Background: an optimization exercise with open tools, aiming at small area and a short achievable clock period. Do not read the settings as production practice.
At most, simulation tests tie the RTL to the original design; equivalence was not proved.

==> inputs of job 2023 <==
==> flow/design.v (excerpt) <==
module proc (
  imem_addr, dmem_addr, dmem_wdata, dmem_re, dmem_we, halt_out,
  clk, rst, imem_data, dmem_rdata
  );
==> flow/config.mk <==
export PLATFORM = sky130hd
export DESIGN_NAME = proc
export DESIGN_NICKNAME = proc
export VERILOG_FILES = /design/flow/design.v
export SDC_FILE = /design/flow/constraint.sdc
export NUM_CORES = 4
export LEC_CHECK = 0
export CAP_MARGIN = 20
export CORE_MARGIN = 2
export CORE_UTILIZATION = 62
export SETUP_SLACK_MARGIN = 5
export SLEW_MARGIN = 20
export SYNTH_HIERARCHICAL = 1
==> flow/constraint.sdc <==
create_clock -name core_clock -period 9.0 [get_ports {clk}]
set_input_delay 1.8000 -clock core_clock [delete_from_list [all_inputs] [get_ports {clk}]]
set_output_delay 1.8000 -clock core_clock [all_outputs]
set_load 0.01 [all_outputs]
standard.sh (not shown) runs the stock make flow with config.mk's settings and CLKGATE_MAP_FILE= SYNTH_SCRIPT=/design/flow/synth_recipe.tcl, a recipe that flattens the netlist after the stock synthesis.
==> flow/flow/run.sh <==
#!/bin/bash
# The standard ORFS layout (the standard.sh) with changes to how it sizes
# cells only: the port buffers that the standard flow inserts use the smallest
# buffer (buf_1), and clock tree synthesis uses clkbuf_8 clusters of at most
# 20 sinks and no dummy loads. Everything else is the standard flow.
set -euo pipefail
export BUFFER_PORTS_ARGS="-buffer_cell sky130_fd_sc_hd__buf_1"
export CTS_ARGS="-sink_clustering_enable -repair_clock_nets -sink_clustering_size 20 -sink_clustering_max_diameter 50 -buf_list sky130_fd_sc_hd__clkbuf_8 -dont_use_dummy_load"
bash standard.sh > standard_flow.log 2>&1
==> job 9624: changes against job 2023 <==
--- a/flow/design.v
+++ b/flow/design.v
@@ -22,11 +22,11 @@
   reg        r_add_e, r_xor_e, r_andn_e, r_imm_e, r_btr_e, r_set_e, r_sh_e;
   reg [1:0]  shop_e;               
   reg [3:0]  shamt_e;              
   reg [2:0]  wreg_e;
   reg        regw_e, memr_e, memw_e, br_e, jmp_e, halt_e;
-  reg [15:0] alu_m, wdata_m;       
+  reg [15:0] alu_m, wdata_m, tgt_m;  
   reg [2:0]  wreg_m;
   reg        regw_m, re_m, we_m, redir_m, halt_m;
   reg [15:0] rf [0:7];
   wire [4:0] op = ir_d[15:11];
   wire [2:0] fs = ir_d[10:8];
@@ -70,83 +70,57 @@
   wire [15:0] wd;
   integer i;
   always @(posedge clk) begin
     for (i = 0; i < 8; i = i + 1)
       if (rst | (regw_m & (wreg_m == i)))
-        rf[i] <= wd;
+        rf[i] <= rst ? 16'h0000 : wd;
   end
   wire [2:0] sel1 = d_memw ? fs : ft;
   wire [2:0] sel2 = d_memw ? ft : fs;
   wire [7:0] oh1 = 8'b1 << sel1;
   wire [7:0] oh2 = 8'b1 << sel2;
-  wire [15:0] rd_1, rd_2;
-  sel8 RD1(.s(oh1), .d0(rf[0]), .d1(rf[1]), .d2(rf[2]), .d3(rf[3]),
-           .d4(rf[4]), .d5(rf[5]), .d6(rf[6]), .d7(rf[7]), .q(rd_1));
-  sel8 RD2(.s(oh2), .d0(rf[0]), .d1(rf[1]), .d2(rf[2]), .d3(rf[3]),
-           .d4(rf[4]), .d5(rf[5]), .d6(rf[6]), .d7(rf[7]), .q(rd_2));
-  wire [15:0] res;
+  reg [15:0] rd_1, rd_2;
+  integer j;
+  always @(*) begin
+    rd_1 = 16'h0; rd_2 = 16'h0;
+    for (j = 0; j < 8; j = j + 1) begin
+      rd_1 = rd_1 | ({16{oh1[j]}} & rf[j]);
+      rd_2 = rd_2 | ({16{oh2[j]}} & rf[j]);
+    end
+  end
+  wire [15:0] res, wbv;
   wire fa_ld  = memr_e & regw_e & (d_rsf == rs_e);
   wire fa_ex  = regw_e & d_rsv & (fs == wreg_e);
   wire fa_mem = regw_m & d_rsv & (fs == wreg_m);
   wire fb_ex  = regw_e & d_rtv & (d_rt == wreg_e);
   wire fb_mem = regw_m & d_rtv & (d_rt == wreg_m);
-  wire d_pcb = d_br | (op == 5'b00100) | (op == 5'b00110);    
-  wire d_ximm = d_bimm | d_r_lbi;
-  wire xs_rd2 = d_jr;
-  wire xs_pc  = ~d_jr & d_pcb;
-  wire xs_imm = ~d_jr & ~d_pcb & d_ximm;
-  wire xs_fwd = ~d_jr & ~d_pcb & ~d_ximm;
-  wire xs_res = xs_fwd & fb_ex;
-  wire xs_wbv = xs_fwd & ~fb_ex & fb_mem;
-  wire xs_rd1 = xs_fwd & ~fb_ex & ~fb_mem;
-  wire st_go  = d_memw & ~stall;
-  wire ys_rd1 = st_go ? (~fb_ex & ~fb_mem) : fa_ld;
-  wire ys_res = st_go ? fb_ex : (~fa_ld & fa_ex);
-  wire ys_wbv = st_go ? (~fb_ex & fb_mem) : (~fa_ld & ~fa_ex & fa_mem);
-  wire ys_rd2 = ~st_go & ~fa_ld & ~fa_ex & ~fa_mem;
-  wire [15:0] x_sel, y_sel;
-  wire [3:0] wbv4 = re_m ? dmem_rdata[3:0] : alu_m[3:0];
-  wire [3:0] x_n4 = fb_ex ? res[3:0] : fb_mem ? wbv4 : rd_1[3:0];
-  sel7 XS(.s({xs_res, xs_wbv & re_m, xs_wbv & ~re_m, xs_rd1, xs_rd2, xs_pc, xs_imm}),
-          .d0(d_imm), .d1(pc_d), .d2(rd_2), .d3(rd_1), .d4(alu_m), .d5(dmem_rdata), .d6(res), .q(x_sel));
-  sel5 YS(.s({ys_res, ys_wbv & re_m, ys_wbv & ~re_m, ys_rd1, ys_rd2}),
-          .d0(rd_2), .d1(rd_1), .d2(alu_m), .d3(dmem_rdata), .d4(res), .q(y_sel));
-  wire [15:0] pc2;
-  wire [15:1] pc_c;
-  assign pc_c[1] = 1'b1;
-  genvar q;
-  generate for (q = 1; q < 16; q = q + 1) begin : PCINC
-    assign pc2[q] = pc[q] ^ pc_c[q];
-    if (q < 15) begin : C
-      assign pc_c[q + 1] = pc[q] & pc_c[q];
-    end
-  end endgenerate
-  assign pc2[0] = pc[0];
+  wire [15:0] x_n = fb_ex ? res : fb_mem ? wbv : rd_1;
+  wire [15:0] y_n = fa_ld ? rd_1 : fa_ex ? res : fa_mem ? wbv : rd_2;
+  wire [15:0] pc2 = pc + 16'd2;
   wire [15:0] pc_d_nx = stall ? pc : pc2;
-  wire [15:0] pc_nx;
-  sel3 PCN(.s({~rst & ~stall & redir_m, ~rst & ~stall & ~redir_m, ~rst & stall}),
-           .d0(pc), .d1(pc2), .d2(wdata_m), .q(pc_nx));
   assign imem_addr = pc;
   always @(posedge clk) begin
-    pc <= pc_nx;
+    if (rst) pc <= 16'h0000;
+    else if (!stall) pc <= redir_m ? tgt_m : pc2;
     ir_d[15:11] <= rst ? 5'b00001 : imem_data[15:11];    
     ir_d[10:0]  <= imem_data[10:0];
     pc_d <= pc_d_nx;
   end
   always @(posedge clk) begin
-    x_e    <= x_sel;
-    y_e    <= y_sel;
+    x_e    <= d_jr ? rd_2 : (d_br | op == 5'b00100 | op == 5'b00110) ? pc_d :
+              (d_bimm | d_r_lbi) ? d_imm : x_n;
+    y_e    <= (d_memw & ~stall) ? x_n : y_n;
     imm_e  <= ir_d[7:0];
     rs_e   <= fs;
     rt_e   <= ft;
     opl_e  <= op[1:0];
     sub_e  <= d_sub;
     jr_e   <= d_jr;
     r_add_e <= d_r_add; r_xor_e <= d_r_xor; r_andn_e <= d_r_andn;
     r_imm_e <= d_r_slbi | d_r_lbi; r_btr_e <= d_r_btr; r_set_e <= d_r_set; r_sh_e <= d_r_sh;
     shop_e  <= d_shop;
-    shamt_e <= d_r_slbi ? 4'd8 : d_bimm ? ir_d[3:0] : x_n4;
+    shamt_e <= d_r_slbi ? 4'd8 : d_bimm ? ir_d[3:0] : x_n[3:0];
     wreg_e <= d_wreg;
     if (rst) begin
       regw_e <= 1'b0; memr_e <= 1'b0; memw_e <= 1'b0;
       br_e <= 1'b0; jmp_e <= 1'b0; halt_e <= 1'b0;
     end else begin
@@ -196,15 +170,18 @@
                ({16{r_btr_e}}  & btr) |
                ({16{r_set_e}}  & {15'b0, set_bit}) |
                ({16{r_sh_e}}   & sh_res);
   wire yz = (y == 16'h0000);
   wire cond = opl_e[1] ? (opl_e[0] ? ~y[15] : y[15]) : (opl_e[0] ? ~yz : yz);
-  wire [7:0]  t_offh = (jr_e | (br_e & cond)) ? {8{imm[7]}} : {{5{rs_e[2]}}, rs_e};
-  wire [15:0] t_sum  = x + {t_offh, imm[7:0]};
+  wire [8:0]  t_lo   = {1'b0, x[7:0]} + {1'b0, imm[7:0]};
+  wire [7:0]  t_hi8  = x[15:8] + {8{imm[7]}} + {7'b0, t_lo[8]};
+  wire [7:0]  t_hi11 = x[15:8] + {{5{rs_e[2]}}, rs_e} + {7'b0, t_lo[8]};
+  wire [7:0]  t_hi   = (jr_e | (br_e & cond)) ? t_hi8 : t_hi11;
   always @(posedge clk) begin
     alu_m   <= res;
-    wdata_m <= (br_e | jmp_e) ? t_sum : y;
+    wdata_m <= y;
+    tgt_m   <= {t_hi, t_lo[7:0]};
     wreg_m  <= wreg_e;
     if (rst) begin
       regw_m <= 1'b0; re_m <= 1'b0; we_m <= 1'b0; redir_m <= 1'b0; halt_m <= 1'b0;
     end else begin
       regw_m  <= regw_e;
@@ -217,51 +194,9 @@
   assign dmem_addr  = alu_m;
   assign dmem_wdata = wdata_m;
   assign dmem_re    = re_m;
   assign dmem_we    = we_m & ~rst;
   assign halt_out   = halt_m;
+  assign wbv = re_m ? dmem_rdata : alu_m;
   wire jl_next = (imem_data[15:12] == 4'b0011);
-  wire w_pc  = ~rst & jl_next;
-  wire w_rd  = ~rst & ~jl_next & re_m;
-  wire w_alu = ~rst & ~jl_next & ~re_m;
-  sel3 WD(.s({w_pc, w_rd, w_alu}), .d0(alu_m), .d1(dmem_rdata), .d2(pc_d_nx), .q(wd));
+  assign wd = jl_next ? pc_d_nx : wbv;
 endmodule
-module sel8(s, d0, d1, d2, d3, d4, d5, d6, d7, q);
-  input  [7:0]  s;
-  input  [15:0] d0, d1, d2, d3, d4, d5, d6, d7;
-  output [15:0] q;
-  assign q = ({16{s[0]}} & d0) | ({16{s[1]}} & d1) | ({16{s[2]}} & d2) | ({16{s[3]}} & d3) |
-             ({16{s[4]}} & d4) | ({16{s[5]}} & d5) | ({16{s[6]}} & d6) | ({16{s[7]}} & d7);
-endmodule
-module sel7(s, d0, d1, d2, d3, d4, d5, d6, q);
-  input  [6:0]  s;
-  input  [15:0] d0, d1, d2, d3, d4, d5, d6;
-  output [15:0] q;
-  assign q = ({16{s[0]}} & d0) | ({16{s[1]}} & d1) | ({16{s[2]}} & d2) | ({16{s[3]}} & d3) |
-             ({16{s[4]}} & d4) | ({16{s[5]}} & d5) | ({16{s[6]}} & d6);
-endmodule
-module sel5(s, d0, d1, d2, d3, d4, q);
-  input  [4:0]  s;
-  input  [15:0] d0, d1, d2, d3, d4;
-  output [15:0] q;
-  assign q = ({16{s[0]}} & d0) | ({16{s[1]}} & d1) | ({16{s[2]}} & d2) | ({16{s[3]}} & d3) |
-             ({16{s[4]}} & d4);
-endmodule
-module sel6(s, d0, d1, d2, d3, d4, d5, q);
-  input  [5:0]  s;
-  input  [15:0] d0, d1, d2, d3, d4, d5;
-  output [15:0] q;
-  assign q = ({16{s[0]}} & d0) | ({16{s[1]}} & d1) | ({16{s[2]}} & d2) | ({16{s[3]}} & d3) |
-             ({16{s[4]}} & d4) | ({16{s[5]}} & d5);
-endmodule
-module sel4(s, d0, d1, d2, d3, q);
-  input  [3:0]  s;
-  input  [15:0] d0, d1, d2, d3;
-  output [15:0] q;
-  assign q = ({16{s[0]}} & d0) | ({16{s[1]}} & d1) | ({16{s[2]}} & d2) | ({16{s[3]}} & d3);
-endmodule
-module sel3(s, d0, d1, d2, q);
-  input  [2:0]  s;
-  input  [15:0] d0, d1, d2;
-  output [15:0] q;
-  assign q = ({16{s[0]}} & d0) | ({16{s[1]}} & d1) | ({16{s[2]}} & d2);
-endmodule
==> flow/flow/run.sh (replaced) <==
#!/bin/bash
# The standard ORFS layout (the standard.sh) with one change to how it
# sizes cells: the port buffers that the standard flow inserts use the
# smallest buffer (buf_1) instead of the resizer's default pick.
set -euo pipefail
export BUFFER_PORTS_ARGS="-buffer_cell sky130_fd_sc_hd__buf_1"
bash standard.sh > standard_flow.log 2>&1
--- a/flow/config.mk
+++ b/flow/config.mk
@@ -5,9 +5,8 @@
 export SDC_FILE = /design/flow/constraint.sdc
 export NUM_CORES = 4
 export LEC_CHECK = 0
 export CAP_MARGIN = 20
 export CORE_MARGIN = 2
-export CORE_UTILIZATION = 62
+export CORE_UTILIZATION = 55
 export SETUP_SLACK_MARGIN = 5
 export SLEW_MARGIN = 20
-export SYNTH_HIERARCHICAL = 1
==> impl_metrics.toml <==
[status]
outcome = "no timing/DRC/antenna violations"

[power_and_ir_drop]
p_comb_frac = 0.334

[drt]
firstDrtPassIters = 12

[cells_and_area]
design.seq.count = 285
drive_gt1_frac = 0.0906

[clock_network]
cts_buffers = 29

[synth]
syn_area_per_cell_sq_um = 9.94
-- figures above: job 2023

==> impl_metrics.toml <==
[status]
outcome = "no timing/DRC/antenna violations"

[cells_and_area]
seq_area_frac = 0.379
stdcell_area_sq_um = 19300
drive_gt1_frac = 0.101

[power_and_ir_drop]
p_comb_frac = 0.323
worst_ir_drop_vdd_mv = 0.195

[drt]
firstDrtPassIters = 5

[synth]
synth_edf_count = 128
syn_area_per_cell_sq_um = 9.59

[clock_network]
cts_buffers = 34

[hold_path]
worstHoldPathCells = 0

[critical_path]
cpLargestDelayFamily = "buffers and inverters"
-- figures above: job 9624

Only the layout flow was run in job 2023; the RTL was not checked for function there.


==> try-zinc <==
proc, a different RTL version from the one above (not shown whole).
## proc
module proc (
  imem_addr, dmem_addr, dmem_wdata, dmem_re, dmem_we, halt_out,
  clk, rst, imem_data, dmem_rdata
  );
clock: 9.0 ns
lec_check: 0
cap_margin: 20
core_margin: 2
core_utilization: 55
setup_slack_margin: 5
slew_margin: 20
==> flow/flow/run.sh <==
#!/bin/bash
# The standard ORFS layout (the standard.sh) with one change to how it
# sizes cells: the port buffers that the standard flow inserts use the
# smallest buffer (buf_1) instead of the resizer's default pick.
set -euo pipefail
export BUFFER_PORTS_ARGS="-buffer_cell sky130_fd_sc_hd__buf_1"
bash standard.sh > standard_flow.log 2>&1
==> try-lagoon (differences from try-zinc) <==
==> flow/design.v (replaced) <==
module proc (
  imem_addr, dmem_addr, dmem_wdata, dmem_re, dmem_we, halt_out,
  clk, rst, imem_data, dmem_rdata
  );
  input clk;
  input rst;
  output [15:0] imem_addr;
  input  [15:0] imem_data;
  output [15:0] dmem_addr;
  output [15:0] dmem_wdata;
  output        dmem_re;
  output        dmem_we;
  input  [15:0] dmem_rdata;
  output        halt_out;
  reg [15:0] pc;                   
  reg [15:0] ir_d, pc_d;           
  reg [15:0] x_e, y_e;             
  reg [7:0]  imm_e;                 
  reg [2:0]  rs_e, rt_e;           
  reg [1:0]  opl_e;                
  reg        sub_e, jr_e;
  reg        r_add_e, r_xor_e, r_andn_e, r_imm_e, r_btr_e, r_set_e, r_sh_e;
  reg [1:0]  shop_e;               
  reg [3:0]  shamt_e;              
  reg [2:0]  wreg_e;
  reg        regw_e, memr_e, memw_e, br_e, jmp_e, halt_e;
  reg [15:0] alu_m, wdata_m;       
  reg [2:0]  wreg_m;
  reg        regw_m, re_m, we_m, redir_m, halt_m;
  reg [15:0] rf [0:7];
  wire [4:0] op = ir_d[15:11];
  wire [2:0] fs = ir_d[10:8];
  wire [2:0] ft = ir_d[7:5];
  wire [1:0] d_fn = ir_d[1:0];
  wire d_st    = (op == 5'b10000);
  wire d_ld    = (op == 5'b10001);
  wire d_stu   = (op == 5'b10011);
  wire d_jl    = (op[4:1] == 4'b0011);           
  wire d_jr    = (op == 5'b00101) | (op == 5'b00111);
  wire d_br    = (op[4:2] == 3'b011);
  wire d_jmp   = (op[4:2] == 3'b001);
  wire d_memw  = d_st | d_stu;
  wire d_memr  = d_st | d_ld | d_stu;
  wire d_five  = (op[4:2] == 3'b010) | (op[4:2] == 3'b101) | d_memr;
  wire d_zx    = (op == 5'b01010) | (op == 5'b01011) | (op == 5'b10010);
  wire d_regdst = (op[4:2] == 3'b111) | (op[4:1] == 4'b1101) | (op == 5'b11001);
  wire d_regw  = (op[4:2] == 3'b010) | (op[4:2] == 3'b101) | d_ld | d_stu |
                 (op[4:3] == 2'b11) | (op == 5'b10010) | d_jl;
  wire d_rsv = (op[4:2] == 3'b010) | (op[4:2] == 3'b101) | (op[4:3] == 2'b11 && op != 5'b11000) |
               (op == 5'b01100) | (op == 5'b10010) | d_memr | d_jr;
  wire d_rtv = (op[4:2] == 3'b111) | (op[4:1] == 4'b1101) | d_memr | d_jl;
  wire [2:0] d_rt  = d_jl ? 3'b111 : ft;
  wire [2:0] d_rsf = d_rsv ? fs : 3'b000;
  wire [2:0] d_wreg = d_jl ? 3'b111 : d_stu ? fs : d_five ? ft : d_regdst ? ir_d[4:2] : fs;
  wire d_rr   = (op == 5'b11011);
  wire d_sub  = (d_rr & d_fn == 2'b01) | (op == 5'b01001) | (op[4:2] == 3'b111 && op[1:0] != 2'b11);
  wire d_bimm = (op[4:2] == 3'b010) | (op[4:2] == 3'b100) | (op[4:2] == 3'b101) | (op == 5'b00111);
  wire [15:0] d_imm = d_five ? (d_zx ? {11'b0, ir_d[4:0]} : {{11{ir_d[4]}}, ir_d[4:0]})
                             : (d_zx ? {8'b0, ir_d[7:0]}  : {{8{ir_d[7]}}, ir_d[7:0]});
  wire d_r_add  = (op == 5'b01000) | (op == 5'b01001) | d_memr | (d_rr & ~d_fn[1]);
  wire d_r_xor  = (op == 5'b01010) | (d_rr & d_fn == 2'b10);
  wire d_r_andn = (op == 5'b01011) | (d_rr & d_fn == 2'b11);
  wire d_r_slbi = (op == 5'b10010);
  wire d_r_lbi  = (op == 5'b11000);
  wire d_r_btr  = (op == 5'b11001);
  wire d_r_set  = (op[4:2] == 3'b111);
  wire d_r_sh   = ~(d_r_add | d_r_xor | d_r_andn | d_r_lbi | d_r_btr | d_r_set);    
  wire [1:0] d_shop = (op[4:2] == 3'b101) ? op[1:0] : (op == 5'b11010) ? d_fn : d_r_slbi ? 2'b01 : 2'b00;
  wire stall = memr_e & ((rt_e == fs) & d_rsv | (rt_e == d_rt) & d_rtv);
  wire [15:0] wd;
  integer i;
  always @(posedge clk) begin
    for (i = 0; i < 8; i = i + 1)
      if (rst | (regw_m & (wreg_m == i)))
        rf[i] <= wd;
  end
  wire [2:0] sel1 = d_memw ? fs : ft;
  wire [2:0] sel2 = d_memw ? ft : fs;
  wire [7:0] oh1 = 8'b1 << sel1;
  wire [7:0] oh2 = 8'b1 << sel2;
  wire [15:0] rd_1, rd_2;
  sel8 RD1(.s(oh1), .d0(rf[0]), .d1(rf[1]), .d2(rf[2]), .d3(rf[3]),
           .d4(rf[4]), .d5(rf[5]), .d6(rf[6]), .d7(rf[7]), .q(rd_1));
  sel8 RD2(.s(oh2), .d0(rf[0]), .d1(rf[1]), .d2(rf[2]), .d3(rf[3]),
           .d4(rf[4]), .d5(rf[5]), .d6(rf[6]), .d7(rf[7]), .q(rd_2));
  wire [15:0] res, wbv;
  wire fa_ld  = memr_e & regw_e & (d_rsf == rs_e);
  wire fa_ex  = regw_e & d_rsv & (fs == wreg_e);
  wire fa_mem = regw_m & d_rsv & (fs == wreg_m);
  wire fb_ex  = regw_e & d_rtv & (d_rt == wreg_e);
  wire fb_mem = regw_m & d_rtv & (d_rt == wreg_m);
  wire [15:0] x_n = fb_ex ? res : fb_mem ? wbv : rd_1;
  wire d_pcb = d_br | (op == 5'b00100) | (op == 5'b00110);    
  wire d_ximm = d_bimm | d_r_lbi;
  wire xs_rd2 = d_jr;
  wire xs_pc  = ~d_jr & d_pcb;
  wire xs_imm = ~d_jr & ~d_pcb & d_ximm;
  wire xs_fwd = ~d_jr & ~d_pcb & ~d_ximm;
  wire xs_res = xs_fwd & fb_ex;
  wire xs_wbv = xs_fwd & ~fb_ex & fb_mem;
  wire xs_rd1 = xs_fwd & ~fb_ex & ~fb_mem;
  wire st_go  = d_memw & ~stall;
  wire ys_rd1 = st_go ? (~fb_ex & ~fb_mem) : fa_ld;
  wire ys_res = st_go ? fb_ex : (~fa_ld & fa_ex);
  wire ys_wbv = st_go ? (~fb_ex & fb_mem) : (~fa_ld & ~fa_ex & fa_mem);
  wire ys_rd2 = ~st_go & ~fa_ld & ~fa_ex & ~fa_mem;
  wire [15:0] x_sel, y_sel;
  sel6 XS(.s({xs_res, xs_wbv, xs_rd1, xs_rd2, xs_pc, xs_imm}),
          .d0(d_imm), .d1(pc_d), .d2(rd_2), .d3(rd_1), .d4(wbv), .d5(res), .q(x_sel));
  sel4 YS(.s({ys_res, ys_wbv, ys_rd1, ys_rd2}),
          .d0(rd_2), .d1(rd_1), .d2(wbv), .d3(res), .q(y_sel));
  wire [15:0] pc2 = pc + 16'd2;
  wire [15:0] pc_d_nx = stall ? pc : pc2;
  assign imem_addr = pc;
  always @(posedge clk) begin
    pc <= ({16{~rst & ~stall &  redir_m}} & wdata_m) |
          ({16{~rst & ~stall & ~redir_m}} & pc2) |
          ({16{~rst &  stall}} & pc);
    ir_d[15:11] <= rst ? 5'b00001 : imem_data[15:11];    
    ir_d[10:0]  <= imem_data[10:0];
    pc_d <= pc_d_nx;
  end
  always @(posedge clk) begin
    x_e    <= x_sel;
    y_e    <= y_sel;
    imm_e  <= ir_d[7:0];
    rs_e   <= fs;
    rt_e   <= ft;
    opl_e  <= op[1:0];
    sub_e  <= d_sub;
    jr_e   <= d_jr;
    r_add_e <= d_r_add; r_xor_e <= d_r_xor; r_andn_e <= d_r_andn;
    r_imm_e <= d_r_slbi | d_r_lbi; r_btr_e <= d_r_btr; r_set_e <= d_r_set; r_sh_e <= d_r_sh;
    shop_e  <= d_shop;
    shamt_e <= d_r_slbi ? 4'd8 : d_bimm ? ir_d[3:0] : x_n[3:0];
    wreg_e <= d_wreg;
    if (rst) begin
      regw_e <= 1'b0; memr_e <= 1'b0; memw_e <= 1'b0;
      br_e <= 1'b0; jmp_e <= 1'b0; halt_e <= 1'b0;
    end else begin
      regw_e <= d_regw & ~stall;
      memr_e <= d_memr;
      memw_e <= d_memw & ~stall;
      br_e   <= d_br;
      jmp_e  <= d_jmp;
      halt_e <= (op == 5'b00000);
    end
  end
  wire [15:0] x = x_e;
  wire [15:0] y = y_e;
  wire [7:0]  imm = imm_e;
  wire [15:0] opb    = x;
  wire [15:0] add_a  = sub_e ? ~y : y;
  wire [16:0] sum    = {1'b0, add_a} + {1'b0, opb} + {16'b0, sub_e};
  wire [3:0] sh_rot = shop_e[1] ? (4'd0 - shamt_e) : shamt_e;
  wire [15:0] rt1 = sh_rot[0] ? {y[14:0],   y[15]}      : y;
  wire [15:0] rt2 = sh_rot[1] ? {rt1[13:0], rt1[15:14]} : rt1;
  wire [15:0] rt4 = sh_rot[2] ? {rt2[11:0], rt2[15:12]} : rt2;
  wire [15:0] rot = sh_rot[3] ? {rt4[7:0],  rt4[15:8]}  : rt4;
  reg  [15:0] sh_mask;
  integer k;
  always @(*) begin
    for (k = 0; k < 16; k = k + 1)
      case (shop_e)
        2'b01:   sh_mask[k] = (k >= shamt_e);         
        2'b11:   sh_mask[k] = ((15 - k) >= shamt_e);  
        default: sh_mask[k] = 1'b1;                   
      endcase
  end
  wire [15:0] sh_res = rot & sh_mask;
  wire eq  = (sum[15:0] == 16'h0000);
  wire c15 = sum[15] ^ ~y[15] ^ x[15];
  wire le  = (~x[15] & y[15]) | (~x[15] & c15) | (y[15] & c15);    
  wire set_bit = (opl_e == 2'b00) ? eq : (opl_e == 2'b01) ? (le & ~eq) : (opl_e == 2'b10) ? le : sum[16];
  wire [15:0] btr;
  genvar g;
  generate for (g = 0; g < 16; g = g + 1) begin : BTRG
    assign btr[g] = y[15 - g];
  end endgenerate
  assign res = ({16{r_add_e}}  & sum[15:0]) |
               ({16{r_xor_e}}  & (y ^ opb)) |
               ({16{r_andn_e}} & (y & ~opb)) |
               ({16{r_imm_e}}  & x) |
               ({16{r_btr_e}}  & btr) |
               ({16{r_set_e}}  & {15'b0, set_bit}) |
               ({16{r_sh_e}}   & sh_res);
  wire yz = (y == 16'h0000);
  wire cond = opl_e[1] ? (opl_e[0] ? ~y[15] : y[15]) : (opl_e[0] ? ~yz : yz);
  wire [8:0]  t_lo   = {1'b0, x[7:0]} + {1'b0, imm[7:0]};
  wire [7:0]  t_hi8  = x[15:8] + {8{imm[7]}} + {7'b0, t_lo[8]};
  wire [7:0]  t_hi11 = x[15:8] + {{5{rs_e[2]}}, rs_e} + {7'b0, t_lo[8]};
  wire [7:0]  t_hi   = (jr_e | (br_e & cond)) ? t_hi8 : t_hi11;
  always @(posedge clk) begin
    alu_m   <= res;
    wdata_m <= (br_e | jmp_e) ? {t_hi, t_lo[7:0]} : y;
    wreg_m  <= wreg_e;
    if (rst) begin
      regw_m <= 1'b0; re_m <= 1'b0; we_m <= 1'b0; redir_m <= 1'b0; halt_m <= 1'b0;
    end else begin
      regw_m  <= regw_e;
      re_m    <= memr_e & ~memw_e;
      we_m    <= memw_e;
      redir_m <= br_e | jmp_e;
      halt_m  <= halt_e;
    end
  end
  assign dmem_addr  = alu_m;
  assign dmem_wdata = wdata_m;
  assign dmem_re    = re_m;
  assign dmem_we    = we_m & ~rst;
  assign halt_out   = halt_m;
  assign wbv = re_m ? dmem_rdata : alu_m;
  wire jl_next = (imem_data[15:12] == 4'b0011);
  wire w_pc  = ~rst & jl_next;
  wire w_rd  = ~rst & ~jl_next & re_m;
  wire w_alu = ~rst & ~jl_next & ~re_m;
  assign wd = ({16{w_pc}} & pc_d_nx) | ({16{w_rd}} & dmem_rdata) | ({16{w_alu}} & alu_m);
endmodule
module sel8(s, d0, d1, d2, d3, d4, d5, d6, d7, q);
  input  [7:0]  s;
  input  [15:0] d0, d1, d2, d3, d4, d5, d6, d7;
  output [15:0] q;
  assign q = ({16{s[0]}} & d0) | ({16{s[1]}} & d1) | ({16{s[2]}} & d2) | ({16{s[3]}} & d3) |
             ({16{s[4]}} & d4) | ({16{s[5]}} & d5) | ({16{s[6]}} & d6) | ({16{s[7]}} & d7);
endmodule
module sel6(s, d0, d1, d2, d3, d4, d5, q);
  input  [5:0]  s;
  input  [15:0] d0, d1, d2, d3, d4, d5;
  output [15:0] q;
  assign q = ({16{s[0]}} & d0) | ({16{s[1]}} & d1) | ({16{s[2]}} & d2) | ({16{s[3]}} & d3) |
             ({16{s[4]}} & d4) | ({16{s[5]}} & d5);
endmodule
module sel4(s, d0, d1, d2, d3, q);
  input  [3:0]  s;
  input  [15:0] d0, d1, d2, d3;
  output [15:0] q;
  assign q = ({16{s[0]}} & d0) | ({16{s[1]}} & d1) | ({16{s[2]}} & d2) | ({16{s[3]}} & d3);
endmodule
==> flow/flow/run.sh (replaced) <==
#!/bin/bash
# The standard ORFS layout (the standard.sh) with changes to how it sizes
# cells only: the port buffers that the standard flow inserts use the smallest
# buffer (buf_1), and clock tree synthesis uses clkbuf_8 clusters of at most
# 20 sinks and no dummy loads. Everything else is the standard flow.
set -euo pipefail
export BUFFER_PORTS_ARGS="-buffer_cell sky130_fd_sc_hd__buf_1"
export CTS_ARGS="-sink_clustering_enable -repair_clock_nets -sink_clustering_size 20 -sink_clustering_max_diameter 50 -buf_list sky130_fd_sc_hd__clkbuf_8 -dont_use_dummy_load"
bash standard.sh > standard_flow.log 2>&1
==> flow/config.mk (replaced) <==
export PLATFORM = sky130hd
export DESIGN_NAME = proc
export DESIGN_NICKNAME = proc
export VERILOG_FILES = /design/flow/design.v
export SDC_FILE = /design/flow/constraint.sdc
export NUM_CORES = 4
export LEC_CHECK = 0
export CAP_MARGIN = 20
export CORE_MARGIN = 2
export CORE_UTILIZATION = 62
export SETUP_SLACK_MARGIN = 4.9
export SLEW_MARGIN = 20
export SYNTH_HIERARCHICAL = 1
==> flow_summary.ini <==
[run_status]
status = no timing/DRC/antenna violations

[worst_hold_path]
worstHoldEndpoint = re_m

[cells_and_area]
area_growth_syn_to_layout_pct = 10.8
n_all_inverters = 67
clock_area_frac = 0.0585
clkbuf_count = 44

[pwr]
p_int_mw = 3.18

[timing]
hold_ws_ps = 410
max_freq_mhz = 248

[floorplanning]
num_rows = 65
die_h_um = 184
The numbers above come from try-zinc.

==> flow_summary.ini <==
[route]
wire_per_inst_um = 25.9

[synth]
synth.avg_cell_area_um2 = 9.88
synth-simple-area-share = 0.139
syn_inst = 1680
synthMuxAreaShare = 0.0575

[floorplanning]
num_rows = 59
die_h_um = 168

[timing]
max_freq_mhz = 247
period_needed_ps = 4050
hold_ws_ps = 372

[cells_and_area]
clock_area_frac = 0.0224
area_growth_syn_to_layout_pct = 3.75
clkbuf_count = 28
n_all_inverters = 43

[pwr]
clkPwrFrac = 0.171
comb_power_mw = 1.43
p_int_mw = 2.44

[worst_setup_path]
path_common_cell = buf_12

[run_status]
status = no timing/DRC/antenna violations
The numbers above come from try-lagoon.

Function not checked in try-zinc: the RTL went through the layout flow alone.

## what the ideal ports hide
The results above use ideal ports. As a check the final layouts listed here were re-extracted and re-timed, cells and wires unchanged.
Step 1 sets driving cells, clkbuf_16 on the clock port and buf_2 on the other inputs (assumed; they add their load-dependent delay and slew).
Step 2 times the ports against the registers' clock, not the clock port: input delays grow and output delays shrink by t, the midpoint of the rising clock arrivals with the driver on.
a / b / c = ideal / step 1 / step 2; a / b = the first two.
run | t, ns | setup slack, ns | hold slack, ns
job 2023 | 0.623 | 4.973 / 4.935 / 4.873 | 0.408 / 0.408 / 0.408
job 9624 | 0.573 | 4.946 / 4.896 / 4.896 | 0.399 / 0.399 / 0.399
try-zinc | 0.595 | 4.964 / 4.909 / 4.909 | 0.410 / 0.410 / 0.410
try-lagoon | 0.616 | 4.946 / 4.899 / 4.899 | 0.372 / 0.372 / 0.372
After both steps every run listed still meets setup and hold. The setup slack of job 2023, which loses most, moves by -0.038 ns with the drivers and by -0.100 ns with both steps.
